This design comes from an exercise in tuning for small area and a short achievable clock period on the open sky130 flow, not from production work.
RTL that was checked went through simulation tests only; none was proved equivalent to the original.
No functional check of the RTL was part of run 5.
Power figures rest on the tool's default switching activity, not on a simulated workload.

==> flow/design.v <==
`timescale 1ns/100ps
module pipelined_divider (input             clock,
                          input             reset,
                          input             input_valid,
                          input       [5:0] input_tag,
                          input      [23:0] divisor,
                          input      [31:0] dividend,
                          output reg        output_valid,
                          output reg  [5:0] output_tag,
                          output reg [31:0] quotient,
                          output reg [31:0] remainder);
    reg        v0;
    reg  [5:0] t0;
    reg [31:0] a0;
    reg [23:0] d0;
    reg        z0;
    reg        n0;
    wire       in_z = (divisor == 24'd0);
    always @(posedge clock) begin
        v0 <= reset ? 1'b0 : input_valid;
        t0 <= input_tag;
        a0 <= dividend ^ {32{dividend[31]}};   
        d0 <= {divisor[23:1], divisor[0] | in_z};
        z0 <= in_z;
        n0 <= dividend[31];
    end
    wire [31:0] x0 = a0;
    wire [1:0] x2 = {x0[31], x0[30]};
    wire [1:0] dl2 = d0[1:0];
    wire hz2 = (d0[23:2] == 22'd0);
    wire [3:0] dl2_3 = {2'd0, dl2} + {1'd0, dl2, 1'b0};
    wire [4:0] s2_1 = {3'd0, x2} - {3'd0, dl2};
    wire [4:0] s2_2 = {3'd0, x2} - {2'd0, dl2, 1'b0};
    wire [4:0] s2_3 = {3'd0, x2} - {1'd0, dl2_3};
    wire c2_1 = hz2 & ~s2_1[4], c2_2 = hz2 & ~s2_2[4], c2_3 = hz2 & ~s2_3[4];
    wire [1:0] r2_c = c2_2 ? (c2_3 ? s2_3[1:0] : s2_2[1:0]) : (c2_1 ? s2_1[1:0] : x2[1:0]);
    wire [3:0] x4 = {r2_c, x0[29], x0[28]};
    wire [3:0] dl4 = d0[3:0];
    wire hz4 = (d0[23:4] == 20'd0);
    wire [5:0] dl4_3 = {2'd0, dl4} + {1'd0, dl4, 1'b0};
    wire [6:0] s4_1 = {3'd0, x4} - {3'd0, dl4};
    wire [6:0] s4_2 = {3'd0, x4} - {2'd0, dl4, 1'b0};
    wire [6:0] s4_3 = {3'd0, x4} - {1'd0, dl4_3};
    wire c4_1 = hz4 & ~s4_1[6], c4_2 = hz4 & ~s4_2[6], c4_3 = hz4 & ~s4_3[6];
    wire [3:0] r4_c = c4_2 ? (c4_3 ? s4_3[3:0] : s4_2[3:0]) : (c4_1 ? s4_1[3:0] : x4[3:0]);
    reg        v1, n1, z1;
    reg  [5:0] t1;
    reg [23:0] d1;
    reg [25:0] d3_1;
    reg [27:0] a1;
    reg [31:28] q1;
    reg [3:0] r1;
    always @(posedge clock) begin
        v1 <= reset ? 1'b0 : v0;
        t1 <= t0;
        n1 <= n0;
        z1 <= z0;
        d1 <= d0;
        d3_1 <= {2'd0, d0} + {1'd0, d0, 1'b0};
        a1 <= x0[27:0];
        q1 <= {c2_2, (c2_2 ? c2_3 : c2_1), c4_2, (c4_2 ? c4_3 : c4_1)};
        r1 <= r4_c;
    end
    wire [5:0] x6 = {r1, a1[27], a1[26]};
    wire [5:0] dl6 = d1[5:0];
    wire hz6 = (d1[23:6] == 18'd0);
    wire [7:0] dl6_3 = {2'd0, dl6} + {1'd0, dl6, 1'b0};
    wire [8:0] s6_1 = {3'd0, x6} - {3'd0, dl6};
    wire [8:0] s6_2 = {3'd0, x6} - {2'd0, dl6, 1'b0};
    wire [8:0] s6_3 = {3'd0, x6} - {1'd0, dl6_3};
    wire c6_1 = hz6 & ~s6_1[8], c6_2 = hz6 & ~s6_2[8], c6_3 = hz6 & ~s6_3[8];
    wire [5:0] r6_c = c6_2 ? (c6_3 ? s6_3[5:0] : s6_2[5:0]) : (c6_1 ? s6_1[5:0] : x6[5:0]);
    reg        v2, n2, z2;
    reg  [5:0] t2;
    reg [23:0] d2;
    reg [25:0] d3_2;
    reg [25:0] a2;
    reg [31:26] q2;
    reg [5:0] r2;
    always @(posedge clock) begin
        v2 <= reset ? 1'b0 : v1;
        t2 <= t1;
        n2 <= n1;
        z2 <= z1;
        d2 <= d1;
        d3_2 <= d3_1;
        a2 <= a1[25:0];
        q2 <= {q1, c6_2, (c6_2 ? c6_3 : c6_1)};
        r2 <= r6_c;
    end
    wire [7:0] x8 = {r2, a2[25], a2[24]};
    wire [7:0] dl8 = d2[7:0];
    wire hz8 = (d2[23:8] == 16'd0);
    wire [9:0] dl8_3 = {2'd0, dl8} + {1'd0, dl8, 1'b0};
    wire [10:0] s8_1 = {3'd0, x8} - {3'd0, dl8};
    wire [10:0] s8_2 = {3'd0, x8} - {2'd0, dl8, 1'b0};
    wire [10:0] s8_3 = {3'd0, x8} - {1'd0, dl8_3};
    wire c8_1 = hz8 & ~s8_1[10], c8_2 = hz8 & ~s8_2[10], c8_3 = hz8 & ~s8_3[10];
    wire [7:0] r8_c = c8_2 ? (c8_3 ? s8_3[7:0] : s8_2[7:0]) : (c8_1 ? s8_1[7:0] : x8[7:0]);
    reg        v3, n3, z3;
    reg  [5:0] t3;
    reg [23:0] d3;
    reg [25:0] d3_3;
    reg [23:0] a3;
    reg [31:24] q3;
    reg [7:0] r3;
    always @(posedge clock) begin
        v3 <= reset ? 1'b0 : v2;
        t3 <= t2;
        n3 <= n2;
        z3 <= z2;
        d3 <= d2;
        d3_3 <= d3_2;
        a3 <= a2[23:0];
        q3 <= {q2, c8_2, (c8_2 ? c8_3 : c8_1)};
        r3 <= r8_c;
    end
    wire [9:0] x10 = {r3, a3[23], a3[22]};
    wire [9:0] dl10 = d3[9:0];
    wire hz10 = (d3[23:10] == 14'd0);
    wire [11:0] dl10_3 = {2'd0, dl10} + {1'd0, dl10, 1'b0};
    wire [12:0] s10_1 = {3'd0, x10} - {3'd0, dl10};
    wire [12:0] s10_2 = {3'd0, x10} - {2'd0, dl10, 1'b0};
    wire [12:0] s10_3 = {3'd0, x10} - {1'd0, dl10_3};
    wire c10_1 = hz10 & ~s10_1[12], c10_2 = hz10 & ~s10_2[12], c10_3 = hz10 & ~s10_3[12];
    wire [9:0] r10_c = c10_2 ? (c10_3 ? s10_3[9:0] : s10_2[9:0]) : (c10_1 ? s10_1[9:0] : x10[9:0]);
    reg        v4, n4, z4;
    reg  [5:0] t4;
    reg [23:0] d4;
    reg [25:0] d3_4;
    reg [21:0] a4;
    reg [31:22] q4;
    reg [9:0] r4;
    always @(posedge clock) begin
        v4 <= reset ? 1'b0 : v3;
        t4 <= t3;
        n4 <= n3;
        z4 <= z3;
        d4 <= d3;
        d3_4 <= d3_3;
        a4 <= a3[21:0];
        q4 <= {q3, c10_2, (c10_2 ? c10_3 : c10_1)};
        r4 <= r10_c;
    end
    wire [11:0] x12 = {r4, a4[21], a4[20]};
    wire [11:0] dl12 = d4[11:0];
    wire hz12 = (d4[23:12] == 12'd0);
    wire [13:0] dl12_3 = {2'd0, dl12} + {1'd0, dl12, 1'b0};
    wire [14:0] s12_1 = {3'd0, x12} - {3'd0, dl12};
    wire [14:0] s12_2 = {3'd0, x12} - {2'd0, dl12, 1'b0};
    wire [14:0] s12_3 = {3'd0, x12} - {1'd0, dl12_3};
    wire c12_1 = hz12 & ~s12_1[14], c12_2 = hz12 & ~s12_2[14], c12_3 = hz12 & ~s12_3[14];
    wire [11:0] r12_c = c12_2 ? (c12_3 ? s12_3[11:0] : s12_2[11:0]) : (c12_1 ? s12_1[11:0] : x12[11:0]);
    reg        v5, n5, z5;
    reg  [5:0] t5;
    reg [23:0] d5;
    reg [25:0] d3_5;
    reg [19:0] a5;
    reg [31:20] q5;
    reg [11:0] r5;
    always @(posedge clock) begin
        v5 <= reset ? 1'b0 : v4;
        t5 <= t4;
        n5 <= n4;
        z5 <= z4;
        d5 <= d4;
        d3_5 <= d3_4;
        a5 <= a4[19:0];
        q5 <= {q4, c12_2, (c12_2 ? c12_3 : c12_1)};
        r5 <= r12_c;
    end
    wire [13:0] x14 = {r5, a5[19], a5[18]};
    wire [13:0] dl14 = d5[13:0];
    wire hz14 = (d5[23:14] == 10'd0);
    wire [15:0] dl14_3 = {2'd0, dl14} + {1'd0, dl14, 1'b0};
    wire [16:0] s14_1 = {3'd0, x14} - {3'd0, dl14};
    wire [16:0] s14_2 = {3'd0, x14} - {2'd0, dl14, 1'b0};
    wire [16:0] s14_3 = {3'd0, x14} - {1'd0, dl14_3};
    wire c14_1 = hz14 & ~s14_1[16], c14_2 = hz14 & ~s14_2[16], c14_3 = hz14 & ~s14_3[16];
    wire [13:0] r14_c = c14_2 ? (c14_3 ? s14_3[13:0] : s14_2[13:0]) : (c14_1 ? s14_1[13:0] : x14[13:0]);
    reg        v6, n6, z6;
    reg  [5:0] t6;
    reg [23:0] d6;
    reg [25:0] d3_6;
    reg [17:0] a6;
    reg [31:18] q6;
    reg [13:0] r6;
    always @(posedge clock) begin
        v6 <= reset ? 1'b0 : v5;
        t6 <= t5;
        n6 <= n5;
        z6 <= z5;
        d6 <= d5;
        d3_6 <= d3_5;
        a6 <= a5[17:0];
        q6 <= {q5, c14_2, (c14_2 ? c14_3 : c14_1)};
        r6 <= r14_c;
    end
    wire [15:0] x16 = {r6, a6[17], a6[16]};
    wire [26:0] s16_1 = {11'd0, x16} - {3'd0, d6};
    wire [26:0] s16_2 = {11'd0, x16} - {2'd0, d6, 1'b0};
    wire [26:0] s16_3 = {11'd0, x16} - {1'd0, d3_6};
    wire c16_1 = ~s16_1[26], c16_2 = ~s16_2[26], c16_3 = ~s16_3[26];
    wire [15:0] r16_c = c16_2 ? (c16_3 ? s16_3[15:0] : s16_2[15:0]) : (c16_1 ? s16_1[15:0] : x16[15:0]);
    reg        v7, n7, z7;
    reg  [5:0] t7;
    reg [23:0] d7;
    reg [25:0] d3_7;
    reg [15:0] a7;
    reg [31:16] q7;
    reg [15:0] r7;
    always @(posedge clock) begin
        v7 <= reset ? 1'b0 : v6;
        t7 <= t6;
        n7 <= n6;
        z7 <= z6;
        d7 <= d6;
        d3_7 <= d3_6;
        a7 <= a6[15:0];
        q7 <= {q6, c16_2, (c16_2 ? c16_3 : c16_1)};
        r7 <= r16_c;
    end
    wire [17:0] x18 = {r7, a7[15], a7[14]};
    wire [26:0] s18_1 = {9'd0, x18} - {3'd0, d7};
    wire [26:0] s18_2 = {9'd0, x18} - {2'd0, d7, 1'b0};
    wire [26:0] s18_3 = {9'd0, x18} - {1'd0, d3_7};
    wire c18_1 = ~s18_1[26], c18_2 = ~s18_2[26], c18_3 = ~s18_3[26];
    wire [17:0] r18_c = c18_2 ? (c18_3 ? s18_3[17:0] : s18_2[17:0]) : (c18_1 ? s18_1[17:0] : x18[17:0]);
    reg        v8, n8, z8;
    reg  [5:0] t8;
    reg [23:0] d8;
    reg [25:0] d3_8;
    reg [13:0] a8;
    reg [31:14] q8;
    reg [17:0] r8;
    always @(posedge clock) begin
        v8 <= reset ? 1'b0 : v7;
        t8 <= t7;
        n8 <= n7;
        z8 <= z7;
        d8 <= d7;
        d3_8 <= d3_7;
        a8 <= a7[13:0];
        q8 <= {q7, c18_2, (c18_2 ? c18_3 : c18_1)};
        r8 <= r18_c;
    end
    wire [19:0] x20 = {r8, a8[13], a8[12]};
    wire [26:0] s20_1 = {7'd0, x20} - {3'd0, d8};
    wire [26:0] s20_2 = {7'd0, x20} - {2'd0, d8, 1'b0};
    wire [26:0] s20_3 = {7'd0, x20} - {1'd0, d3_8};
    wire c20_1 = ~s20_1[26], c20_2 = ~s20_2[26], c20_3 = ~s20_3[26];
    wire [19:0] r20_c = c20_2 ? (c20_3 ? s20_3[19:0] : s20_2[19:0]) : (c20_1 ? s20_1[19:0] : x20[19:0]);
    reg        v9, n9, z9;
    reg  [5:0] t9;
    reg [23:0] d9;
    reg [25:0] d3_9;
    reg [11:0] a9;
    reg [31:12] q9;
    reg [19:0] r9;
    always @(posedge clock) begin
        v9 <= reset ? 1'b0 : v8;
        t9 <= t8;
        n9 <= n8;
        z9 <= z8;
        d9 <= d8;
        d3_9 <= d3_8;
        a9 <= a8[11:0];
        q9 <= {q8, c20_2, (c20_2 ? c20_3 : c20_1)};
        r9 <= r20_c;
    end
    wire [21:0] x22 = {r9, a9[11], a9[10]};
    wire [26:0] s22_1 = {5'd0, x22} - {3'd0, d9};
    wire [26:0] s22_2 = {5'd0, x22} - {2'd0, d9, 1'b0};
    wire [26:0] s22_3 = {5'd0, x22} - {1'd0, d3_9};
    wire c22_1 = ~s22_1[26], c22_2 = ~s22_2[26], c22_3 = ~s22_3[26];
    wire [21:0] r22_c = c22_2 ? (c22_3 ? s22_3[21:0] : s22_2[21:0]) : (c22_1 ? s22_1[21:0] : x22[21:0]);
    reg        v10, n10, z10;
    reg  [5:0] t10;
    reg [23:0] d10;
    reg [25:0] d3_10;
    reg [9:0] a10;
    reg [31:10] q10;
    reg [21:0] r10;
    always @(posedge clock) begin
        v10 <= reset ? 1'b0 : v9;
        t10 <= t9;
        n10 <= n9;
        z10 <= z9;
        d10 <= d9;
        d3_10 <= d3_9;
        a10 <= a9[9:0];
        q10 <= {q9, c22_2, (c22_2 ? c22_3 : c22_1)};
        r10 <= r22_c;
    end
    wire [23:0] x24 = {r10, a10[9], a10[8]};
    wire [26:0] s24_1 = {3'd0, x24} - {3'd0, d10};
    wire [26:0] s24_2 = {3'd0, x24} - {2'd0, d10, 1'b0};
    wire [26:0] s24_3 = {3'd0, x24} - {1'd0, d3_10};
    wire c24_1 = ~s24_1[26], c24_2 = ~s24_2[26], c24_3 = ~s24_3[26];
    wire [23:0] r24_c = c24_2 ? (c24_3 ? s24_3[23:0] : s24_2[23:0]) : (c24_1 ? s24_1[23:0] : x24[23:0]);
    reg        v11, n11, z11;
    reg  [5:0] t11;
    reg [23:0] d11;
    reg [25:0] d3_11;
    reg [7:0] a11;
    reg [31:8] q11;
    reg [23:0] r11;
    always @(posedge clock) begin
        v11 <= reset ? 1'b0 : v10;
        t11 <= t10;
        n11 <= n10;
        z11 <= z10;
        d11 <= d10;
        d3_11 <= d3_10;
        a11 <= a10[7:0];
        q11 <= {q10, c24_2, (c24_2 ? c24_3 : c24_1)};
        r11 <= r24_c;
    end
    wire [25:0] x26 = {r11, a11[7], a11[6]};
    wire [26:0] s26_1 = {1'd0, x26} - {3'd0, d11};
    wire [26:0] s26_2 = {1'd0, x26} - {2'd0, d11, 1'b0};
    wire [26:0] s26_3 = {1'd0, x26} - {1'd0, d3_11};
    wire c26_1 = ~s26_1[26], c26_2 = ~s26_2[26], c26_3 = ~s26_3[26];
    wire [23:0] r26_c = c26_2 ? (c26_3 ? s26_3[23:0] : s26_2[23:0]) : (c26_1 ? s26_1[23:0] : x26[23:0]);
    reg        v12, n12, z12;
    reg  [5:0] t12;
    reg [23:0] d12;
    reg [25:0] d3_12;
    reg [5:0] a12;
    reg [31:6] q12;
    reg [23:0] r12;
    always @(posedge clock) begin
        v12 <= reset ? 1'b0 : v11;
        t12 <= t11;
        n12 <= n11;
        z12 <= z11;
        d12 <= d11;
        d3_12 <= d3_11;
        a12 <= a11[5:0];
        q12 <= {q11, c26_2, (c26_2 ? c26_3 : c26_1)};
        r12 <= r26_c;
    end
    wire [25:0] x28 = {r12, a12[5], a12[4]};
    wire [26:0] s28_1 = {1'd0, x28} - {3'd0, d12};
    wire [26:0] s28_2 = {1'd0, x28} - {2'd0, d12, 1'b0};
    wire [26:0] s28_3 = {1'd0, x28} - {1'd0, d3_12};
    wire c28_1 = ~s28_1[26], c28_2 = ~s28_2[26], c28_3 = ~s28_3[26];
    wire [23:0] r28_c = c28_2 ? (c28_3 ? s28_3[23:0] : s28_2[23:0]) : (c28_1 ? s28_1[23:0] : x28[23:0]);
    reg        v13, n13, z13;
    reg  [5:0] t13;
    reg [23:0] d13;
    reg [25:0] d3_13;
    reg [3:0] a13;
    reg [31:4] q13;
    reg [23:0] r13;
    always @(posedge clock) begin
        v13 <= reset ? 1'b0 : v12;
        t13 <= t12;
        n13 <= n12;
        z13 <= z12;
        d13 <= d12;
        d3_13 <= d3_12;
        a13 <= a12[3:0];
        q13 <= {q12, c28_2, (c28_2 ? c28_3 : c28_1)};
        r13 <= r28_c;
    end
    wire [25:0] x30 = {r13, a13[3], a13[2]};
    wire [26:0] s30_1 = {1'd0, x30} - {3'd0, d13};
    wire [26:0] s30_2 = {1'd0, x30} - {2'd0, d13, 1'b0};
    wire [26:0] s30_3 = {1'd0, x30} - {1'd0, d3_13};
    wire c30_1 = ~s30_1[26], c30_2 = ~s30_2[26], c30_3 = ~s30_3[26];
    wire [23:0] r30_c = c30_2 ? (c30_3 ? s30_3[23:0] : s30_2[23:0]) : (c30_1 ? s30_1[23:0] : x30[23:0]);
    reg        v14, n14, z14;
    reg  [5:0] t14;
    reg [23:0] d14;
    reg [25:0] d3_14;
    reg [1:0] a14;
    reg [31:2] q14;
    reg [23:0] r14;
    always @(posedge clock) begin
        v14 <= reset ? 1'b0 : v13;
        t14 <= t13;
        n14 <= n13;
        z14 <= z13;
        d14 <= d13;
        d3_14 <= d3_13;
        a14 <= a13[1:0];
        q14 <= {q13, c30_2, (c30_2 ? c30_3 : c30_1)};
        r14 <= r30_c;
    end
    wire [25:0] x32 = {r14, a14[1], a14[0]};
    wire [26:0] s32_1 = {1'd0, x32} - {3'd0, d14};
    wire [26:0] s32_2 = {1'd0, x32} - {2'd0, d14, 1'b0};
    wire [26:0] s32_3 = {1'd0, x32} - {1'd0, d3_14};
    wire c32_1 = ~s32_1[26], c32_2 = ~s32_2[26], c32_3 = ~s32_3[26];
    wire [23:0] r32_c = c32_2 ? (c32_3 ? s32_3[23:0] : s32_2[23:0]) : (c32_1 ? s32_1[23:0] : x32[23:0]);
    wire [31:0] qf = {q14, c32_2, (c32_2 ? c32_3 : c32_1)};
    wire [23:0] rf = r32_c;
    reg        v15, n15, z15;
    reg  [5:0] t15;
    reg [31:0] q15;
    reg [23:0] r15;
    reg [23:0] d15;
    always @(posedge clock) begin
        d15 <= d14;
        v15 <= reset ? 1'b0 : v14;
        t15 <= t14;
        n15 <= n14;
        z15 <= z14;
        q15 <= qf;
        r15 <= rf;
    end
    wire        ex = ({1'b0, r15} + 25'd1) == {1'b0, d15};
    wire [31:0] qn = -q15;
    wire [31:0] qs = n15 ? (ex ? ~q15 : qn) : q15;
    wire [31:0] rs = n15 ? (ex ? 32'd0 : ~{8'd0, r15}) : {8'd0, r15};
    wire [31:0] qa = q15 ^ {32{n15}};   
    always @(posedge clock) begin
        output_valid <= reset ? 1'b0 : v15;
        output_tag <= t15;
        quotient <= z15 ? {{31{~n15}}, 1'b1} : qs;
        remainder <= z15 ? qa : rs;
    end
endmodule
==> flow/flow/run.sh <==
#!/bin/bash
set -euo pipefail
here=$(cd "$(dirname "$0")" && pwd)
source "$here/vars.sh"
bash standard.sh > flow.log 2>&1
==> flow/flow/vars.sh <==
# ORFS variables for this flow (see run.sh)
# No full-adder cell mapping in synthesis: ABC maps the adders itself.
export ADDER_MAP_FILE=
# Port buffers: a plain buffer rather than the default pick (a delay cell).
export BUFFER_PORTS_ARGS="-buffer_cell sky130_fd_sc_hd__buf_2"
==> flow/standard.sh <==
#!/bin/bash
# synth_recipe.tcl (not shown) runs the flow's synth.tcl, then flattens the netlist and writes it again
# the make line also repeats each setting of config.mk as NAME=value (left out here)
make -C /OpenROAD-flow-scripts/flow DESIGN_CONFIG=/design/flow/config.mk WORK_HOME=/design/flow/orfs CLKGATE_MAP_FILE= SYNTH_SCRIPT=/design/flow/synth_recipe.tcl "${@:-finish}"
==> flow/config.mk <==
export PLATFORM = sky130hd
export DESIGN_NAME = pipelined_divider
export DESIGN_NICKNAME = pipelined_divider
export VERILOG_FILES = /design/flow/design.v
export SDC_FILE = /design/flow/constraint.sdc
export NUM_CORES = 4
export LEC_CHECK = 0
export ABC_AREA = 1
export ABC_CLOCK_PERIOD_IN_PS = 3000
export CAP_MARGIN = 20
export CORE_MARGIN = 2
export CORE_UTILIZATION = 40
export SETUP_SLACK_MARGIN = 3.9
export SLEW_MARGIN = 20
==> flow/constraint.sdc <==
create_clock -name core_clock -period 7.0 [get_ports {clock}]
set_input_delay 1.4000 -clock core_clock [delete_from_list [all_inputs] [get_ports {clock}]]
set_output_delay 1.4000 -clock core_clock [all_outputs]
set_load 0.01 [all_outputs]
==> results of run 1 <==
## layer usage
metal,GRT usage [%],vias up,part of all wire [%]
met3,3.83,548,7.4
met4,9.80,2,3.9
met1,37.3,39020,46
met2,42.1,3056,43
met5,0,-,0.0042
li1,-,43867,-
## kinds of logic (layout without fill, tap and decap cells)
logic type | count (synthesis) | after routing | synth area share [%]
buffers and inverters | 2067 | 2447 | 9.00
adders and majority gates | 3 | 3 | 0.0341
AOI/OAI and AO/OA | 1978 | 1980 | 12.6
other | 1 | 4 | 0.00425
xor gates and xnor gates | 534 | 534 | 5.30
DFF | 1710 | 1710 | 38.8
and+or+nand+nor | 7372 | 7373 | 34.2
## what timing repair did
action / in CTS / in global routing
setup endpoints to repair: 156 / 268
hold buffers: 0 / 0
gates resized for setup: 45 / 117
buffers inserted: 16 / 21
pin swaps: 2 / 5
cloned: 5 / 3
## cell type report
type / count / area (µm²)
Inverter: 1899 / 7190
Clock buffer: 229 / 5010
Clock inverter: 107 / 1620
Timing Repair Buffer: 207 / 1330
Fill cell: 23028 / 120000
Multi-Input combinational cell: 9891 / 46400
Antenna cell: 3 / 7.51
Sequential cell: 1710 / 34300
Timing Repair inverter: 5 / 35.0
Tap cell: 2871 / 3590
## state kept, by name, summed over array words and instances, names as in the netlist, 26 cells and up
register and cells:
q15 32, quotient 32, remainder 32, a0 31
q14 30, a1 28, q13 28, a2 26
d3_10 26, d3_11 26, d3_12 26, d3_13 26
d3_14 26, d3_1 26, d3_2 26, d3_3 26
d3_4 26, d3_5 26, d3_6 26, d3_7 26
d3_8 26, d3_9 26, q12 26
## layout by cell type, fill, tap and decap left out, drive strengths merged, types with 23 or more instances in the layout
cell	Yosys	layout
a21oi	707	708
o21a	27	27
o211ai	183	183
clkinvlp	0	30
nand4	140	140
a21boi	58	58
nand3b	44	44
xor2	360	360
o21bai	69	69
buf	112	207
nor2	2193	2194
clkinv	2	58
o21ai	800	801
nand2	3736	3736
nor3	148	148
or2	75	75
inv	1897	1900
bufinv	0	23
clkbuf	56	229
nand3	936	936
nor4	66	66
dfxtp	1710	1710
a31oi	62	62
xnor2	174	174
## through the flow
stage / setup WS, ns / total power [W]
detailed placement: 3.26 / 0.0298
CTS: 3.87 / 0.0404
finish: 4.01 / 0.0409
floorplan: 4.77 / 0.0243
global placement: 3.25 / 0.0299
global route: 3.88 / 0.0435
## path summary, 6_finish.rpt
check | cells after the start | startpoint | to | slack [ns]
worst max-delay path | 1 | remainder[19] | remainder[19] | 4.01
worst min-delay path | 0 | d3_4[1] | d3_5[1] | 0.28
worst max register to register | 12 | d3_13[0] | r14[7] | 4.02
worst min register to register | 0 | d3_4[1] | d3_5[1] | 0.28
## power groups by stage
| stage | Clock [W] | Combinational, W | Sequential, W |
|---|---|---|---|
| after floorplan | 0 | 0.0122 | 0.0121 |
| after global placement | 0 | 0.0169 | 0.0130 |
| after detailed placement | 0 | 0.0168 | 0.0130 |
| after CTS | 0.0106 | 0.0171 | 0.0128 |
| after global routing | 0.0110 | 0.0196 | 0.0129 |
| final | 0.0104 | 0.0177 | 0.0128 |
==> summary.txt, run 1 <==
----------------------------------------------------
[Yosys]
  Fraction of synthesized cell area taken by the top area cell type ... approximately two fifths
  Count of unique library cells instantiated by Yosys ... 69
  Count leader, synth ... sky130_fd_sc_hd__nand2_1
  Yosys warns ... 1
  Mean instance size in the synthesized netlist ... between 6 and 7 µm²
  Share of synthesized flip-flops with an asynchronous set or reset ... 0%
  Leading register cell type out of synthesis ... sky130_fd_sc_hd__dfxtp_1
  Total nets after synthesis ... 13730
  Ranking of synthesized cells by area ... sky130_fd_sc_hd__dfxtp_1 39%, sky130_fd_sc_hd__nand2_1 16%, sky130_fd_sc_hd__nor2_1 9.3%
  Register bit count reported by yosys ... approximately 1700
  Portion of the post-synthesis area used by sequential elements ... a little under 40%
  Area leader, netlist ... sky130_fd_sc_hd__dfxtp_1
  Number of enable flip-flop cells after synthesis ... 0
  Commonest cells in the netlist ... 3716 x sky130_fd_sc_hd__nand2_1, 2176 x sky130_fd_sc_hd__nor2_1, 1877 x sky130_fd_sc_hd__inv_1
  Gate Count Post-Synth ... 13665
  Total standard cell area after synthesis ... between 0.08 and 0.09 mm²

[Run]
  Max_cap viols ... 0

[Route]
  Number of DRC markers in iteration 0 ... between 8000 and 9000
  Total via count after detailed routing ... between 80000 and 90000
  Routed length per placed instance ... around 18 µm
  Detail-routed via count per cell ... 5.11
  First-pass iteration count of the detailed router ... 7
  Total routed wirelength ... 312000 µm
  Antenna Nets Post-Route ... 0
  Final routed DRC violation total ... 0

[Placed design]
  Number of port buffers ... approximately 140
  Placed wire-length estimate ... roughly 250000 µm
  Post-DP Area ... roughly 0.09 mm²
  RD Place Congestion ... 1.00
  Dpl cells ... between 15000 and 20000

[Floorplanning]
  Number of ports placed on the die boundary ... ~140
  Total die area ... between 0.2 and 0.25 mm²
  Die Width ... around 470 µm
  Core box area ... 0.219 mm²
  Number of cell rows ... roughly 170
  Starting Density ... 40.2%
  Die boundary height ... 473 µm

[STA]
  Setup TNS ... 0 ns
  Setup repair after global routing missed its margin ... yes
  Final Hold Viols ... 0
  Top achievable clock speed ... roughly 0.33 GHz
  Final setup violating endpoints ... 0
  Pin slew with the least headroom to its limit ... 1.11 ns
  Final clock skew ... roughly 0.075 ns
  Tightest hold margin ... 0.282 ns
  Max-slew violation total from the final report ... 0
  Final min period ... ~3.0 ns
  Relative slew slack ... 25.5%
  Share of the clock period used by the worst path ... about 43%

[Global route]
  Vias in the first global route ... between 70000 and 80000
  Total grt overflow ... 0
  GRT Util Overall ... a little over a quarter
  Pin count of the biggest net entering global routing ... 95
  Wire length of the first global-routing pass ... about 470000 µm
  Number of antenna violations at the first check in global routing ... 15

[Pwr]
  Net switching power ... about 0.018 W
  Sw Ratio ... about 45%
  Comb power frac ... roughly 43%
  Register share of total power ... a little under a third
  Pwr per Cell Area ... a little over 400 mW/mm²
  Leakage power summed over all cells ... a little under 50 nW
  Design internal power ... 0.0225 W
  Peak supply drop ... between 200 and 300 µV
  Clock share of power ... between 20 and 30%

[Clocking]
  CTS Buffer Depth ... 3
  Clock root cell ... sky130_fd_sc_hd__clkbuf_16
  Worst-path clk slew ... ~0.060 ns
  Number of CTS-inserted buffers ... between 150 and 200
  CTS H-Tree Depth ... 4
  Clock insertion delay at the later pin of the skew report ... ~0.86 ns
  Number of clock sinks seen by CTS ... 1710
  CTS tree ... yes

[Worst hold path]
  Hold crit path type ... reg2reg

[Setup path]
  Maximum fanout along the worst path ... 1
  Master of the slowest instance on the critical path ... sky130_fd_sc_hd__dfxtp_1
  Type of the setup path with the least slack ... reg2out
  Series of cell instances along the critical path ... buf_2
  Kind of cell with the highest combined delay on the critical path ... flip-flops
  Type of element launching the critical path ... register
  Worst stage delay on the critical path ... roughly 0.47 ns
  Critical path buffer and inverter count ... 1
  Signal arrival time at the worst endpoint ... around 1.6 ns
  Data required time of the worst path ... around 5.6 ns
  Kind of end point of the critical path ... output pin

[Outcome]
  Run status ... timing/DRC/antenna clean

[Finish]
  Post-layout util ... 45.3%
  Count of non-filler cells in the finished layout ... between 15000 and 20000
  Ratio of cells with drive above 1 in the final layout ... between 5 and 6%
  Relative area change from synthesis to final layout ... 12.8%
  Final instance area ... around 0.099 mm²
  Nets ... roughly 14000

----------------------------------------------------
==> run 2, diff against run 1 <==
--- a/flow/config.mk
+++ b/flow/config.mk
@@ -11,4 +11,6 @@
 export CORE_MARGIN = 2
 export CORE_UTILIZATION = 40
-export SETUP_SLACK_MARGIN = 3.9
+export CTS_CLUSTER_DIAMETER = 80
+export CTS_CLUSTER_SIZE = 30
+export SETUP_SLACK_MARGIN = 4.2
 export SLEW_MARGIN = 20
==> summary.txt, run 2 <==
----------------------------------------------------
[Yosys]
  Gate Count Post-Synth ... roughly 14000
  Mean instance size in the synthesized netlist ... 6.45 µm²
  Leading register cell type out of synthesis ... sky130_fd_sc_hd__dfxtp_1
  Register bit count reported by yosys ... between 1500 and 2000
  Portion of the post-synthesis area used by sequential elements ... between 30% and 40%
  Fraction of synthesized cell area taken by the top area cell type ... between 30% and 40%
  Number of enable flip-flop cells after synthesis ... 0
  Commonest cells in the netlist ... 3716 x sky130_fd_sc_hd__nand2_1, 2176 x sky130_fd_sc_hd__nor2_1, 1877 x sky130_fd_sc_hd__inv_1
  Count of unique library cells instantiated by Yosys ... around 70
  Yosys warns ... 1
  Area leader, netlist ... sky130_fd_sc_hd__dfxtp_1
  Ranking of synthesized cells by area ... sky130_fd_sc_hd__dfxtp_1 39%, sky130_fd_sc_hd__nand2_1 16%, sky130_fd_sc_hd__nor2_1 9.3%
  Total standard cell area after synthesis ... slightly below 0.09 mm²
  Count leader, synth ... sky130_fd_sc_hd__nand2_1
  Total nets after synthesis ... 13730
  Share of synthesized flip-flops with an asynchronous set or reset ... 0%

[Setup path]
  Kind of cell with the highest combined delay on the critical path ... flip-flops
  Data required time of the worst path ... approximately 5.6 ns
  Maximum fanout along the worst path ... 1
  Kind of end point of the critical path ... output pin
  Master of the slowest instance on the critical path ... sky130_fd_sc_hd__dfxtp_1
  Type of the setup path with the least slack ... reg2out
  Worst stage delay on the critical path ... approximately 0.38 ns
  Series of cell instances along the critical path ... buf_4
  Critical path buffer and inverter count ... 1
  Type of element launching the critical path ... register
  Signal arrival time at the worst endpoint ... between 1 and 1.5 ns

[Route]
  Routed length per placed instance ... 18.6 µm
  Total via count after detailed routing ... between 80000 and 90000
  Antenna Nets Post-Route ... 0
  Final routed DRC violation total ... 0
  Detail-routed via count per cell ... just over 5
  First-pass iteration count of the detailed router ... 7
  Total routed wirelength ... around 310000 µm
  Number of DRC markers in iteration 0 ... between 8000 and 9000

[Global route]
  Pin count of the biggest net entering global routing ... 95
  Number of antenna violations at the first check in global routing ... 9
  GRT Util Overall ... approximately a quarter
  Wire length of the first global-routing pass ... 464000 µm
  Vias in the first global route ... between 70000 and 80000
  Total grt overflow ... 0

[STA]
  Top achievable clock speed ... around 0.36 GHz
  Post-route worst setup slack ... approximately 4.2 ns
  Final clock skew ... between 0.05 and 0.06 ns
  Share of the clock period used by the worst path ... between 30% and 40%
  Pin slew with the least headroom to its limit ... around 1.1 ns
  Setup repair after global routing missed its margin ... yes
  Setup TNS ... 0 ns
  Final setup violating endpoints ... 0
  Final Hold Viols ... 0
  Max-slew violation total from the final report ... 0
  Final min period ... between 2 and 3 ns
  Relative slew slack ... between 20% and 30%
  Tightest hold margin ... 0.314 ns

[Placed design]
  Number of port buffers ... ~140
  Placed wire-length estimate ... about 250000 µm
  RD Place Congestion ... between 1 and 1.5
  Pre-CTS setup slack ... about 3.3 ns
  Dpl cells ... ~17000
  Post-DP Area ... slightly above 0.09 mm²

[Pwr]
  Register share of total power ... 33.5%
  Clock share of power ... 18.7%
  Design internal power ... between 0.015 and 0.02 W
  Comb power frac ... 47.7%
  Pwr per Cell Area ... between 300 and 400 mW/mm²
  Peak supply drop ... 217 µV
  Sw Ratio ... between 40% and 50%
  Net switching power ... ~0.018 W
  Leakage power summed over all cells ... between 40 and 50 nW

[Finish]
  Largest registers ... q15 (32), quotient (32), remainder (32)
  Most frequent cells in the layout ... 3658 x sky130_fd_sc_hd__nand2_1, 2081 x sky130_fd_sc_hd__nor2_1, 1851 x sky130_fd_sc_hd__inv_1, 1575 x sky130_fd_sc_hd__dfxtp_1, 925 x sky130_fd_sc_hd__nand3_1
  Count of non-filler cells in the finished layout ... between 15000 and 20000
  Ratio of cells with drive above 1 in the final layout ... under 10%
  Commonest non-fill, non-tap cell in the layout ... sky130_fd_sc_hd__nand2_1
  # fillers ... 23216
  Relative area change from synthesis to final layout ... 11.5%
  Final instance area ... slightly below 0.1 mm²
  Nets ... approximately 14000

[Floorplanning]
  Die boundary height ... approximately 470 µm
  Core box area ... 0.219 mm²
  Number of cell rows ... about 170
  Starting Density ... approximately 40%
  Total die area ... approximately 0.22 mm²
  Number of ports placed on the die boundary ... approximately 140
  Die Width ... 473 µm

[Clocking]
  CTS Buffer Depth ... 3
  CTS H-Tree Depth ... 3
  Worst-path clk slew ... approximately 0.10 ns
  Number of clock sinks seen by CTS ... roughly 1700
  Post-cts hold buffer count ... 0
  Clock insertion delay at the later pin of the skew report ... 0.79 ns
  Number of CTS-inserted buffers ... 106
  Clock root cell ... sky130_fd_sc_hd__clkbuf_16
  CTS tree ... yes

[Worst hold path]
  Hold crit path type ... reg2reg

[Outcome]
  Run status ... timing/DRC/antenna clean

[Run]
  Max_cap viols ... 0

----------------------------------------------------
-- run 2: cell counts after synthesis --
No cell type changed its count.
-- run 2: path summary, 6_finish.rpt --
| check | startpoint | endpoint | slack (ns) | cells past startpoint |
|---|---|---|---|---|
| setup / recovery | remainder[6] | remainder[6] | 4.24 | 1 |
| hold / removal | t4[4] | t5[4] | 0.31 | 0 |
| setup reg to reg | d13[11] | r14[22] | 4.25 | 13 |
| hold reg to reg | t4[4] | t5[4] | 0.31 | 0 |
-- run 2: area by class of cell --
cell class | count | area (µm²) | share of cell area (%)
Multi-Input combinational cell | 9895 | 47200 | 48.0
Sequential cell | 1710 | 34500 | 35.0
Inverter | 1899 | 7230 | 7.35
Tap cell | 2871 | 3590 | 3.65
Clock buffer | 111 | 2720 | 2.77
Timing Repair Buffer | 250 | 1890 | 1.92
Clock inverter | 71 | 1170 | 1.19
Timing Repair inverter | 5 | 37.5 | 0.0382
Antenna cell | 4 | 10.0 | 0.0102
-- run 2: what timing repair did --
item	4_1_cts	5_1_grt
endpoints found under the setup margin	292	309
pin swaps	8	33
gates resized for setup	182	422
buffers inserted	40	36
gates cloned	8	8
-- run 2: cell families (layout without fill, tap and decap cells) --
logic type | count (synthesis) | after routing | share of synthesized area, %
adders and majority gates | 3 | 3 | 0.0341
other | 1 | 5 | 0.00425
buffers and inverters | 2067 | 2336 | 9.00
and+or+nand+nor | 7372 | 7377 | 34.2
AOI/OAI and AO/OA | 1978 | 1980 | 12.6
DFF | 1710 | 1710 | 38.8
xor gates and xnor gates | 534 | 534 | 5.30
-- run 2: routing by layer --
metal / routed length, µm / up-vias / track usage (%) / part of all wire (%)
li1: - / 43767 / - / -
met1: 144000 / 39054 / 37.4 / 46
met2: 134000 / 2833 / 41.9 / 43
met3: 22000 / 498 / 3.52 / 7.0
met4: 12300 / 2 / 9.42 / 3.9
met5: 13 / - / 0 / 0.0042
-- run 2: stage by stage --
step / power [W] / util (%)
after global placement: 0.0299 / 41.9
after CTS: 0.0374 / 44.1
after global routing: 0.0408 / 44.8
after detailed placement: 0.0298 / 41.9
after floorplan: 0.0243 / -
final: 0.0383 / 44.8
-- run 2: power by group through the flow --
stage / clock network [W] / logic (W) / registers (W)
final: 0.00716 / 0.0183 / 0.0128
after global routing: 0.00773 / 0.0202 / 0.0129
after floorplan: 0 / 0.0122 / 0.0121
after detailed placement: 0 / 0.0168 / 0.0130
after CTS: 0.00740 / 0.0173 / 0.0128
after global placement: 0 / 0.0169 / 0.0130
==> run 3, diff against run 2 <==
--- a/flow/config.mk
+++ b/flow/config.mk
@@ -13,4 +13,4 @@
 export CTS_CLUSTER_DIAMETER = 80
 export CTS_CLUSTER_SIZE = 30
-export SETUP_SLACK_MARGIN = 4.2
+export SETUP_SLACK_MARGIN = 4.4
 export SLEW_MARGIN = 20
==> summary.txt, run 3 <==
----------------------------------------------------
[Route]
  Routed length per placed instance ... approximately 19 µm
  First-pass iteration count of the detailed router ... 6
  Number of DRC markers in iteration 0 ... 8820
  Antenna Nets Post-Route ... 0
  Total routed wirelength ... 321000 µm
  Detail-routed via count per cell ... roughly 5.2
  Total via count after detailed routing ... between 80000 and 90000
  Final routed DRC violation total ... 0

[Yosys]
  Total nets after synthesis ... about 14000
  Yosys warns ... 1
  Ranking of synthesized cells by area ... sky130_fd_sc_hd__dfxtp_1 39%, sky130_fd_sc_hd__nand2_1 16%, sky130_fd_sc_hd__nor2_1 9.3%
  Adder-Cell Fraction of Synth Area ... less than 1%
  Count leader, synth ... sky130_fd_sc_hd__nand2_1
  Count of unique library cells instantiated by Yosys ... 69
  Mux cell area share after synthesis ... 0%
  Total standard cell area after synthesis ... slightly below 0.09 mm²
  Commonest cells in the netlist ... 3716 x sky130_fd_sc_hd__nand2_1, 2176 x sky130_fd_sc_hd__nor2_1, 1877 x sky130_fd_sc_hd__inv_1
  Portion of the post-synthesis area used by sequential elements ... slightly below 40%
  Mean instance size in the synthesized netlist ... between 6 and 7 µm²
  Dominant combinational cell family by area after synthesis ... simple AND/OR/NAND/NOR gates
  Register bit count reported by yosys ... around 1700
  Area leader, netlist ... sky130_fd_sc_hd__dfxtp_1
  Fraction of synthesized cell area taken by the top area cell type ... between 30% and 40%
  Gate Count Post-Synth ... between 10000 and 15000
  Leading register cell type out of synthesis ... sky130_fd_sc_hd__dfxtp_1
  Post-synthesis simple-gate area fraction ... between 30 and 40%
  Share of synthesized flip-flops with an asynchronous set or reset ... 0%
  Share of the synthesized area in compound gates (AO/OA/AOI/OAI) ... between 10% and 20%
  Number of enable flip-flop cells after synthesis ... 0
  Xor and xnor fraction of the mapped netlist area ... approximately 5.3%

[Setup path]
  Startpoint of the lowest-slack register-to-register path ... r15[7]
  Data required time of the worst path ... about 5.6 ns
  Type of element launching the critical path ... register
  Cell count of the worst reg-to-reg path ... 18
  Signal arrival time at the worst endpoint ... 1.35 ns
  End of the worst register-to-register path ... remainder[19]
  Critical Path Sink ... remainder[14]
  Worst stage delay on the critical path ... roughly 0.44 ns
  Origin of the worst setup path ... remainder[14]
  Kind of cell with the highest combined delay on the critical path ... flip-flops
  Master of the slowest instance on the critical path ... sky130_fd_sc_hd__dfxtp_4
  Crit path depth ... 1
  Kind of end point of the critical path ... output pin
  Setup slack on the worst flop-to-flop path ... between 4 and 5 ns
  Critical path buffer and inverter count ... 1
  Type of the setup path with the least slack ... reg2out
  Maximum fanout along the worst path ... 1
  Series of cell instances along the critical path ... buf_6

[Placed design]
  Placed wire-length estimate ... 252000 µm
  Number of port buffers ... ~140
  RD Place Congestion ... around 1.0
  Pre-CTS setup slack ... around 3.3 ns

[STA]
  Pin slew with the least headroom to its limit ... ~1.1 ns
  Setup repair after global routing missed its margin ... yes
  Tightest hold margin ... 0.314 ns
  Setup TNS ... 0 ns
  Relative slew slack ... between 20% and 30%
  Post-route worst setup slack ... ~4.2 ns
  Final clock skew ... roughly 0.055 ns
  Share of the clock period used by the worst path ... 39.3%
  Max-slew violation total from the final report ... 0
  Final setup violating endpoints ... 0
  Top achievable clock speed ... around 0.36 GHz
  Final Hold Viols ... 0
  Final min period ... 2.75 ns

[Outcome]
  Run status ... timing/DRC/antenna clean

[Clocking]
  Clock root cell ... sky130_fd_sc_hd__clkbuf_16
  Number of CTS-inserted buffers ... around 110
  Number of clock sinks seen by CTS ... around 1700
  CTS H-Tree Depth ... 3
  CTS tree ... yes
  Clock insertion delay at the later pin of the skew report ... between 0.7 and 0.8 ns
  CTS Buffer Depth ... 3
  Worst-path clk slew ... 0.10 ns

[Floorplanning]
  Core box area ... ~0.22 mm²
  Starting Density ... between 40 and 50%
  Die Width ... about 470 µm
  Number of ports placed on the die boundary ... about 140
  Number of cell rows ... approximately 170
  Die boundary height ... between 400 and 500 µm
  Total die area ... ~0.22 mm²

[Finish]
  Most frequent cells in the layout ... 3550 x sky130_fd_sc_hd__nand2_1, 1911 x sky130_fd_sc_hd__nor2_1, 1823 x sky130_fd_sc_hd__inv_1, 1369 x sky130_fd_sc_hd__dfxtp_1, 890 x sky130_fd_sc_hd__nand3_1
  Relative area change from synthesis to final layout ... 16.8%
  Commonest non-fill, non-tap cell in the layout ... sky130_fd_sc_hd__nand2_1
  Largest registers ... q15 (32), quotient (32), remainder (32)
  Ratio of cells with drive above 1 in the final layout ... a little over an eighth
  Nets ... roughly 14000
  # fillers ... about 23000

[Global route]
  Met1 track demand over resource ... between 30% and 40%
  GRT Util Overall ... 26.9%
  GR Layer Usage met2 ... around 42%
  Number of antenna violations at the first check in global routing ... 8
  Met3 demand-to-capacity share in global routing ... under 10%
  Pin count of the biggest net entering global routing ... 95
  Vias in the first global route ... approximately 79000
  Layer with the highest usage ... met2
  Wire length of the first global-routing pass ... roughly 470000 µm
  Total grt overflow ... 0

[Pwr]
  Peak supply drop ... roughly 220 µV
  Pwr per Cell Area ... approximately 390 mW/mm²
  Leakage power summed over all cells ... around 50 nW

[Worst hold path]
  Hold crit path type ... reg2reg

[Run]
  Max_cap viols ... 0

----------------------------------------------------
-- run 3: cell counts after synthesis --
Identical to the previous run, type by type.
-- run 3: where the power goes --
part / switching, W / total [W] / internal, W / leakage [nW]
logic: 0.0134 / 0.0198 / 0.00647 / 33.9
clock network: 0.00402 / 0.00718 / 0.00315 / 1.86
registers: 0.00174 / 0.0130 / 0.0112 / 14.4
-- run 3: layout make-up --
| class | instances | area, µm² | area share, % |
|---|---|---|---|
| timing repair buffer | 404 | 3840 | 3.73 |
| inverter | 1899 | 7270 | 7.06 |
| sequential | 1710 | 34800 | 33.8 |
| clock buffer | 111 | 2720 | 2.64 |
| tap | 2871 | 3590 | 3.49 |
| antenna | 2 | 5.00 | 0.00486 |
| clock inverter | 71 | 1170 | 1.14 |
| timing repair inverter | 7 | 50.0 | 0.0486 |
| multi-input combinational | 9902 | 49500 | 48.1 |
-- run 3: layer usage --
layer	routed length (µm)	vias up
met3	23800	549
met5	0	-
li1	-	44094
met1	146000	40099
met4	13600	0
met2	137000	3173
-- run 3: worst register-to-register path, cell delays in order, from the launching register on --
cell and delay [ns]:
sky130_fd_sc_hd__dfxtp_4 0.40, sky130_fd_sc_hd__nand2_4 0.08, sky130_fd_sc_hd__nor2_4 0.17, sky130_fd_sc_hd__inv_2 0.06
sky130_fd_sc_hd__nor2_4 0.20, sky130_fd_sc_hd__nand2_2 0.10, sky130_fd_sc_hd__nand2_2 0.09, sky130_fd_sc_hd__nand2_1 0.06
sky130_fd_sc_hd__nor2_2 0.12, sky130_fd_sc_hd__nand2_1 0.08, sky130_fd_sc_hd__nor2_2 0.19, sky130_fd_sc_hd__nand2_4 0.15
sky130_fd_sc_hd__nor2_8 0.17, sky130_fd_sc_hd__buf_8 0.15, sky130_fd_sc_hd__buf_6 0.11, sky130_fd_sc_hd__nor2_4 0.05
sky130_fd_sc_hd__buf_8 0.17, sky130_fd_sc_hd__o21ai_2 0.11, sky130_fd_sc_hd__o21ai_1 0.07
-- run 3: timing repair --
item                       in CTS  in global routing
hold buffers                    0                  0
pin swaps                      31                137
buffers inserted               74                144
cloned                         14                 23
setup endpoints to repair     394                403
gates resized for setup       577               1050
-- run 3: worst min-delay path by stage --
stage	from	to	cells past startpoint
6_report	t4[4]	t5[4]	0
5_1_grt	t4[4]	t5[4]	0
4_1_cts	t1[4]	t2[4]	0
3_5_place_dp	a0[12]	a1[12]	0
3_3_place_gp	q10[24]	q11[24]	0
2_1_floorplan	a9[0]	a10[0]	0
-- run 3: cell families (layout without fill, tap and decap cells) --
kind of cell,after synthesis,count (layout)
and+or+nand+nor,7372,7384
DFF,1710,1710
buffers and inverters,2067,2492
xor gates and xnor gates,534,534
adders and majority gates,3,3
other,1,3
AOI/OAI and AO/OA,1978,1980
-- run 3: stage by stage --
stage                     util, %  area, µm²  total power, W  instances
after floorplan                 -      88200          0.0243      13665
after global placement       41.9      91900          0.0299      16538
after detailed placement     41.9      91900          0.0298      16538
after CTS                    44.8      98300          0.0380      16808
after global routing         47.0     103000          0.0425      16975
final                        47.0     103000          0.0400      16977
==> run 4, diff against run 3 <==
--- a/flow/config.mk
+++ b/flow/config.mk
@@ -11,6 +11,4 @@
 export CORE_MARGIN = 2
 export CORE_UTILIZATION = 40
-export CTS_CLUSTER_DIAMETER = 80
-export CTS_CLUSTER_SIZE = 30
-export SETUP_SLACK_MARGIN = 4.4
+export SETUP_SLACK_MARGIN = 4.2
 export SLEW_MARGIN = 20
==> summary.txt, run 4 <==
----------------------------------------------------
[Global route]
  Total grt overflow ... 0
  GRT Util Overall ... between 20% and 30%
  Number of antenna violations at the first check in global routing ... 10
  Vias in the first global route ... roughly 80000
  Wire length of the first global-routing pass ... 468000 µm
  Pin count of the biggest net entering global routing ... 95

[Placed design]
  Number of port buffers ... about 140
  Placed wire-length estimate ... approximately 250000 µm
  Pre-CTS setup slack ... approximately 3.3 ns
  Dpl cells ... ~17000
  RD Place Congestion ... roughly 1

[Clocking]
  Clock root cell ... sky130_fd_sc_hd__clkbuf_16
  Number of clock sinks seen by CTS ... about 1700
  Number of CTS-inserted buffers ... 181
  CTS H-Tree Depth ... 4
  CTS Buffer Depth ... 3
  Clock insertion delay at the later pin of the skew report ... 0.86 ns
  Worst-path clk slew ... 0.06 ns
  CTS tree ... yes

[Floorplanning]
  Number of ports placed on the die boundary ... 136
  Die Width ... between 400 and 500 µm
  Number of cell rows ... ~170
  Starting Density ... a little over 40%
  Core box area ... approximately 0.22 mm²
  Die boundary height ... about 470 µm
  Total die area ... between 0.2 and 0.25 mm²

[Yosys]
  Area leader, netlist ... sky130_fd_sc_hd__dfxtp_1
  Fraction of synthesized cell area taken by the top area cell type ... about two fifths
  Mean instance size in the synthesized netlist ... 6.45 µm²
  Number of enable flip-flop cells after synthesis ... 0
  Portion of the post-synthesis area used by sequential elements ... roughly two fifths
  Share of synthesized flip-flops with an asynchronous set or reset ... 0%
  Count leader, synth ... sky130_fd_sc_hd__nand2_1
  Total standard cell area after synthesis ... between 0.08 and 0.09 mm²
  Count of unique library cells instantiated by Yosys ... 69
  Total nets after synthesis ... 13730
  Leading register cell type out of synthesis ... sky130_fd_sc_hd__dfxtp_1
  Yosys warns ... 1
  Ranking of synthesized cells by area ... sky130_fd_sc_hd__dfxtp_1 39%, sky130_fd_sc_hd__nand2_1 16%, sky130_fd_sc_hd__nor2_1 9.3%
  Register bit count reported by yosys ... around 1700
  Commonest cells in the netlist ... 3716 x sky130_fd_sc_hd__nand2_1, 2176 x sky130_fd_sc_hd__nor2_1, 1877 x sky130_fd_sc_hd__inv_1
  Gate Count Post-Synth ... between 10000 and 15000

[Worst hold path]
  Min-Delay Path Depth ... 0
  Hold_sp ... d3_4[1]
  Hold crit path type ... reg2reg
  Sink of the worst hold path ... d3_5[1]

[Setup path]
  Master of the slowest instance on the critical path ... sky130_fd_sc_hd__dfxtp_4
  End of the worst register-to-register path ... r12[16]
  Type of the setup path with the least slack ... reg2out
  Signal arrival time at the worst endpoint ... roughly 1.4 ns
  Startpoint of the lowest-slack register-to-register path ... r11[4]
  Setup slack on the worst flop-to-flop path ... about 4.3 ns
  Type of element launching the critical path ... register
  Kind of end point of the critical path ... output pin
  Data required time of the worst path ... between 5 and 6 ns
  Critical path buffer and inverter count ... 1
  Maximum fanout along the worst path ... 1
  Series of cell instances along the critical path ... buf_6
  Kind of cell with the highest combined delay on the critical path ... flip-flops
  Origin of the worst setup path ... remainder[14]
  Worst stage delay on the critical path ... roughly 0.42 ns
  Cell count of the worst reg-to-reg path ... 13

[Route]
  Routed length per placed instance ... between 15 and 20 µm
  Antenna Nets Post-Route ... 0
  Total via count after detailed routing ... a little under 90000
  Top sig layer ... met4
  Final routed DRC violation total ... 0
  First-pass iteration count of the detailed router ... 6
  Number of DRC markers in iteration 0 ... 8570
  Total routed wirelength ... 314000 µm
  DR WL met3 ... 22800 µm
  WL met1 ... roughly 140000 µm
  Detail-routed via count per cell ... 5.13
  Routed met2 length ... 135000 µm

[Outcome]
  Run status ... timing/DRC/antenna clean

[STA]
  Setup TNS ... 0 ns
  Max-slew violation total from the final report ... 0
  Final setup violating endpoints ... 0
  Top achievable clock speed ... 0.359 GHz
  Share of the clock period used by the worst path ... between 30% and 40%
  Tightest hold margin ... roughly 0.28 ns
  Final clock skew ... 0.0747 ns
  Final Hold Viols ... 0
  Pin slew with the least headroom to its limit ... 1.11 ns
  Final min period ... 2.79 ns
  Post-route worst setup slack ... 4.21 ns
  Relative slew slack ... between 20% and 30%
  Setup repair after global routing missed its margin ... yes

[Pwr]
  Peak supply drop ... roughly 280 µV
  Leakage power summed over all cells ... around 50 nW
  Pwr per Cell Area ... around 410 mW/mm²

[Finish]
  Most frequent cells in the layout ... 3666 x sky130_fd_sc_hd__nand2_1, 2078 x sky130_fd_sc_hd__nor2_1, 1853 x sky130_fd_sc_hd__inv_1, 1584 x sky130_fd_sc_hd__dfxtp_1, 920 x sky130_fd_sc_hd__nand3_1
  Commonest non-fill, non-tap cell in the layout ... sky130_fd_sc_hd__nand2_1
  Largest registers ... q15 (32), quotient (32), remainder (32)
  Count of non-filler cells in the finished layout ... about 17000
  Nets ... 14008
  # fillers ... roughly 23000
  Post-layout util ... between 40% and 50%
  Relative area change from synthesis to final layout ... 14.7%
  Ratio of cells with drive above 1 in the final layout ... under 10%

[Run]
  Max_cap viols ... 0

----------------------------------------------------
## run 4: power by group
part           total (W)  internal, W  switching, W
registers         0.0129       0.0112       0.00170
logic             0.0183      0.00564        0.0126
clock network     0.0104      0.00603       0.00432
## run 4: layout make-up
cell class | count | area (µm²) | area share (%)
Multi-Input combinational cell | 9894 | 47300 | 46.8
Sequential cell | 1710 | 34400 | 34.1
Inverter | 1899 | 7230 | 7.15
Clock buffer | 229 | 5010 | 4.96
Tap cell | 2871 | 3590 | 3.55
Timing Repair Buffer | 251 | 1890 | 1.87
Clock inverter | 107 | 1620 | 1.60
Timing Repair inverter | 6 | 42.5 | 0.0421
Antenna cell | 5 | 12.5 | 0.0124
## run 4: worst max path at each step
stage | to | slack (ns) | cells past startpoint
floorplan | a0[0] | 4.77 | 3
global placement | r13[11] | 3.25 | 12
detailed placement | r13[11] | 3.26 | 12
CTS | r13[11] | 4.04 | 12
global route | r11[13] | 4.14 | 14
finish | remainder[14] | 4.21 | 1
## run 4: cells by family (layout without fill, tap and decap cells)
| family | count (synthesis) | in the layout | synth area share (%) |
|---|---|---|---|
| flops | 1710 | 1710 | 38.8 |
| compound gates | 1978 | 1980 | 12.6 |
| buf+inv | 2067 | 2492 | 9.00 |
| fa+ha+maj | 3 | 3 | 0.0341 |
| xor+xnor | 534 | 534 | 5.30 |
| other cells | 1 | 6 | 0.00425 |
| simple gates | 7372 | 7376 | 34.2 |
## run 4: through the flow
step | cell area (µm²) | power (W)
2_1_floorplan | 88200 | 0.0243
3_3_place_gp | 91900 | 0.0299
3_5_place_dp | 91900 | 0.0298
4_1_cts | 99500 | 0.0407
5_1_grt | 101000 | 0.0441
6_report | 101000 | 0.0415
## run 4: layer usage
metal / track usage (%) / vias to the layer above
li1: - / 43994
met1: 37.5 / 39376
met2: 42.3 / 3068
met3: 3.79 / 564
met4: 9.87 / 0
met5: 0 / -
## run 4: repair_timing
| action | CTS | global route |
|---|---|---|
| hold buffers | 0 | 0 |
| setup endpoints to repair | 296 | 324 |
| pin swaps | 8 | 27 |
| resized for setup | 186 | 424 |
| cloned | 8 | 6 |
| setup buffers | 45 | 34 |
==> run 5, diff against run 4 <==
--- a/flow/design.v
+++ b/flow/design.v
@@ -47,5 +47,4 @@
     reg  [5:0] t1;
     reg [23:0] d1;
-    reg [25:0] d3_1;
     reg [27:0] a1;
     reg [31:28] q1;
@@ -57,5 +56,4 @@
         z1 <= z0;
         d1 <= d0;
-        d3_1 <= {2'd0, d0} + {1'd0, d0, 1'b0};
         a1 <= x0[27:0];
         q1 <= {c2_2, (c2_2 ? c2_3 : c2_1), c4_2, (c4_2 ? c4_3 : c4_1)};
@@ -74,5 +72,4 @@
     reg  [5:0] t2;
     reg [23:0] d2;
-    reg [25:0] d3_2;
     reg [25:0] a2;
     reg [31:26] q2;
@@ -84,5 +81,4 @@
         z2 <= z1;
         d2 <= d1;
-        d3_2 <= d3_1;
         a2 <= a1[25:0];
         q2 <= {q1, c6_2, (c6_2 ? c6_3 : c6_1)};
@@ -101,5 +97,4 @@
     reg  [5:0] t3;
     reg [23:0] d3;
-    reg [25:0] d3_3;
     reg [23:0] a3;
     reg [31:24] q3;
@@ -111,5 +106,4 @@
         z3 <= z2;
         d3 <= d2;
-        d3_3 <= d3_2;
         a3 <= a2[23:0];
         q3 <= {q2, c8_2, (c8_2 ? c8_3 : c8_1)};
@@ -128,5 +122,4 @@
     reg  [5:0] t4;
     reg [23:0] d4;
-    reg [25:0] d3_4;
     reg [21:0] a4;
     reg [31:22] q4;
@@ -138,5 +131,4 @@
         z4 <= z3;
         d4 <= d3;
-        d3_4 <= d3_3;
         a4 <= a3[21:0];
         q4 <= {q3, c10_2, (c10_2 ? c10_3 : c10_1)};
@@ -155,5 +147,4 @@
     reg  [5:0] t5;
     reg [23:0] d5;
-    reg [25:0] d3_5;
     reg [19:0] a5;
     reg [31:20] q5;
@@ -165,5 +156,4 @@
         z5 <= z4;
         d5 <= d4;
-        d3_5 <= d3_4;
         a5 <= a4[19:0];
         q5 <= {q4, c12_2, (c12_2 ? c12_3 : c12_1)};
@@ -192,5 +182,5 @@
         z6 <= z5;
         d6 <= d5;
-        d3_6 <= d3_5;
+        d3_6 <= {2'd0, d5} + {1'd0, d5, 1'b0};
         a6 <= a5[17:0];
         q6 <= {q5, c14_2, (c14_2 ? c14_3 : c14_1)};
==> summary.txt, run 5 <==
----------------------------------------------------
[Yosys]
  Leading register cell type out of synthesis ... sky130_fd_sc_hd__dfxtp_1
  Gate Count Post-Synth ... between 10000 and 15000
  Register bit count reported by yosys ... between 1500 and 2000
  Portion of the post-synthesis area used by sequential elements ... a little under two fifths
  Count leader, synth ... sky130_fd_sc_hd__nand2_1
  Yosys warns ... 1
  Area leader, netlist ... sky130_fd_sc_hd__dfxtp_1
  Count of unique library cells instantiated by Yosys ... 61
  Share of synthesized flip-flops with an asynchronous set or reset ... 0%
  Fraction of synthesized cell area taken by the top area cell type ... between 30% and 40%
  Total standard cell area after synthesis ... ~0.086 mm²
  Ranking of synthesized cells by area ... sky130_fd_sc_hd__dfxtp_1 37%, sky130_fd_sc_hd__nand2_1 16%, sky130_fd_sc_hd__nor2_1 9.7%
  Total nets after synthesis ... around 14000
  Commonest cells in the netlist ... 3757 x sky130_fd_sc_hd__nand2_1, 2231 x sky130_fd_sc_hd__nor2_1, 1848 x sky130_fd_sc_hd__inv_1
  Mean instance size in the synthesized netlist ... ~6.3 µm²
  Number of enable flip-flop cells after synthesis ... 0

[Route]
  Final routed DRC violation total ... 0
  Total routed wirelength ... about 320000 µm
  Total via count after detailed routing ... 87977
  First-pass iteration count of the detailed router ... 8
  Routed length per placed instance ... 19.0 µm
  Antenna Nets Post-Route ... 0
  Number of DRC markers in iteration 0 ... ~9300
  Detail-routed via count per cell ... 5.21

[Setup path]
  Signal arrival time at the worst endpoint ... approximately 3.6 ns
  Setup slack on the worst flop-to-flop path ... roughly 4.2 ns
  Type of the setup path with the least slack ... reg2reg
  Maximum fanout along the worst path ... 5
  Kind of end point of the critical path ... register
  Data required time of the worst path ... a little under 8 ns
  Cell count of the worst reg-to-reg path ... 12
  Startpoint of the lowest-slack register-to-register path ... r12[18]
  Type of element launching the critical path ... register
  End of the worst register-to-register path ... r13[23]

[STA]
  Share of the clock period used by the worst path ... approximately two fifths
  Post-route worst setup slack ... around 4.2 ns
  Pin slew with the least headroom to its limit ... 1.01 ns
  Max-slew violation total from the final report ... 0
  Final min period ... roughly 2.8 ns
  Relative slew slack ... around a third
  Setup TNS ... 0 ns
  Top achievable clock speed ... 0.354 GHz
  Final Hold Viols ... 0
  Final setup violating endpoints ... 0
  Final clock skew ... 0.0762 ns
  Setup repair after global routing missed its margin ... yes

[Clocking]
  Number of CTS-inserted buffers ... between 150 and 200
  Clock root cell ... sky130_fd_sc_hd__clkbuf_16
  CTS Buffer Depth ... 3
  Worst-path clk slew ... 0.06 ns
  Number of clock sinks seen by CTS ... about 1600
  CTS H-Tree Depth ... 4
  Clock insertion delay at the later pin of the skew report ... a little under 0.9 ns
  CTS tree ... yes

[Worst hold path]
  Min-Delay Path Depth ... 0
  Sink of the worst hold path ... a5[11]
  Hold crit path type ... reg2reg
  Hold_sp ... a4[11]

[Finish]
  Ratio of cells with drive above 1 in the final layout ... under 10%
  Most frequent cells in the layout ... 3717 x sky130_fd_sc_hd__nand2_1, 2117 x sky130_fd_sc_hd__nor2_1, 1833 x sky130_fd_sc_hd__inv_1, 1434 x sky130_fd_sc_hd__dfxtp_1, 947 x sky130_fd_sc_hd__nand3_1
  Commonest non-fill, non-tap cell in the layout ... sky130_fd_sc_hd__nand2_1
  Largest registers ... q15 (32), quotient (32), remainder (32)
  Nets ... around 14000
  Relative area change from synthesis to final layout ... 14.8%

[Global route]
  Number of antenna violations at the first check in global routing ... 19
  Pin count of the biggest net entering global routing ... 96
  Wire length of the first global-routing pass ... 475000 µm
  GRT Util Overall ... 28.2%
  Total grt overflow ... 0
  Vias in the first global route ... 79605

[Floorplanning]
  Number of ports placed on the die boundary ... between 100 and 150
  Total die area ... between 0.2 and 0.25 mm²
  Starting Density ... about two fifths
  Die Width ... 468 µm
  Number of cell rows ... 170
  Die boundary height ... ~470 µm
  Core box area ... roughly 0.21 mm²

[Pwr]
  Total power consumption of the routed design ... between 0.04 and 0.05 W
  Pwr per Cell Area ... 410 mW/mm²
  Sw Ratio ... 45.9%
  Comb power frac ... 45.7%
  Peak supply drop ... roughly 310 µV
  Register share of total power ... between 20% and 30%
  Leakage power summed over all cells ... a little under 50 nW
  Design internal power ... roughly 0.022 W
  Net switching power ... 0.0186 W
  Clock share of power ... 24.6%

[Placed design]
  RD Place Congestion ... approximately 1.1
  Pre-CTS setup slack ... ~3.4 ns
  Placed wire-length estimate ... between 200000 and 300000 µm
  Number of port buffers ... 135

[Run]
  Max_cap viols ... 0

[Outcome]
  Run status ... timing/DRC/antenna clean

----------------------------------------------------
## run 5: cell types whose count changed after synthesis, moves of 29 or more
cell and delta:
sky130_fd_sc_hd__nand2_1 +41, sky130_fd_sc_hd__nor2_1 +55, sky130_fd_sc_hd__inv_1 -29, sky130_fd_sc_hd__dfxtp_1 -125
sky130_fd_sc_hd__o21ai_0 -78
## run 5: how the worst max path moves through the flow
| stage | cells after the start | start | to | slack, ns |
|---|---|---|---|---|
| after floorplan | 3 | dividend[31] | a0[0] | 4.77 |
| after global placement | 13 | d3_10[0] | r11[2] | 3.38 |
| after detailed placement | 14 | d3_10[0] | r11[2] | 3.38 |
| after CTS | 14 | d3_10[0] | r11[2] | 4.12 |
| after global routing | 1 | quotient[17] | quotient[17] | 4.16 |
| final | 12 | r12[18] | r13[23] | 4.17 |
## run 5: power groups by stage
stage | registers (W) | clock network (W) | logic, W
global placement | 0.0121 | 0 | 0.0169
finish | 0.0120 | 0.00997 | 0.0185
CTS | 0.0119 | 0.0102 | 0.0173
floorplan | 0.0112 | 0 | 0.0122
detailed placement | 0.0121 | 0 | 0.0168
global route | 0.0121 | 0.0106 | 0.0203
## run 5: layer usage
| layer | global-route usage (%) | wire length (µm) | up-vias | part of all wire [%] |
|---|---|---|---|---|
| met4 | 11.7 | 14400 | 6 | 4.5 |
| li1 | - | - | 43948 | - |
| met5 | 0 | 40 | - | 0.012 |
| met3 | 5.09 | 27000 | 618 | 8.4 |
| met2 | 43.0 | 137000 | 3421 | 43 |
| met1 | 38.8 | 143000 | 39984 | 45 |
## run 5: kinds of logic after synthesis
kind of cell | count (synthesis) | share of synthesized area (%)
other | 1 | 0.00436
buffers and inverters | 2069 | 9.26
xor gates and xnor gates | 494 | 5.03
AOI/OAI and AO/OA | 1949 | 12.8
and+or+nand+nor | 7543 | 36.0
DFF | 1585 | 36.9
## run 5: final cells by class
class / count / area [µm²]
diodes: 8 / 20.0
clock buffers: 211 / 4710
clock inverters: 112 / 1600
fillers: 22541 / 115000
inverters: 1899 / 7250
multi-input cells: 10000 / 47700
flip-flops and latches: 1585 / 32000
well taps: 2838 / 3550
repair buffers: 244 / 1980
repair inverters: 3 / 22.5
## run 5: worst max-delay path, cell delays in order, from the launching register on
cell	delay (ns)
sky130_fd_sc_hd__dfxtp_2	0.39
sky130_fd_sc_hd__inv_1	0.12
sky130_fd_sc_hd__or2_2	0.38
sky130_fd_sc_hd__nand2_2	0.19
sky130_fd_sc_hd__o21ai_0	0.18
sky130_fd_sc_hd__nand3_2	0.18
sky130_fd_sc_hd__o211ai_1	0.28
sky130_fd_sc_hd__a21oi_1	0.28
sky130_fd_sc_hd__nand4_1	0.31
sky130_fd_sc_hd__nand3_1	0.20
sky130_fd_sc_hd__nand2_1	0.06
sky130_fd_sc_hd__nand2_1	0.07
sky130_fd_sc_hd__nand2_1	0.05
## run 5: metrics by stage
stage | hold slack [ns] | cell area [µm²] | std cells | utilization [%]
after floorplan | 0.310 | 86100 | 13641 | -
after global placement | 0.310 | 89700 | 16471 | 41.9
after detailed placement | 0.312 | 89700 | 16471 | 41.9
after CTS | 0.291 | 97100 | 16835 | 45.3
after global routing | 0.307 | 98800 | 16896 | 46.1
final | 0.295 | 98800 | 16900 | 46.1
## run 5: what timing repair did
| item | in CTS | in global routing |
|---|---|---|
| cloned | 10 | 7 |
| resized for setup | 231 | 407 |
| pin swaps | 18 | 30 |
| hold buffers | 0 | 0 |
| setup buffers | 31 | 50 |
| setup endpoints to repair | 329 | 330 |

afterwards: timing with drivers on the ports:
How much do the figures lean on ideal ports? The routed layouts below were timed once more, with nothing changed but the port constraints. Step 1 (the two cells are an assumption about what drives the block):
set clk [get_ports {clock}]
set_driving_cell -lib_cell sky130_fd_sc_hd__clkbuf_16 $clk
set_driving_cell -lib_cell sky130_fd_sc_hd__buf_2 [delete_from_list [all_inputs] $clk]
Step 2 times the ports against the registers' clock, not the clock port: input delays grow and output delays shrink by t, the midpoint of the rising clock arrivals with the driver on. a / b / c = ideal ports / drivers / drivers and shift; a / b = the first two.
| run | t, ns | setup WS [ns] | slew at the worst register clock pin (ns) |
|---|---|---|---|
| run 1 | 0.916 | 4.012 / 3.919 / 4.024 | 0.07 / 0.07 |
| run 2 | 0.849 | 4.240 / 4.156 / 4.246 | 0.11 / 0.11 |
| run 3 | 0.847 | 4.246 / 4.162 / 4.304 | 0.11 / 0.11 |
| run 4 | 0.916 | 4.211 / 4.119 / 4.264 | 0.07 / 0.07 |
| run 5 | 0.940 | 4.172 / 4.096 / 3.854 | 0.08 / 0.08 |
After both steps setup and hold are still met in every run listed. For run 5, which loses most, drivers alone change the setup slack by -0.076 ns; drivers and shift together by -0.318 ns.
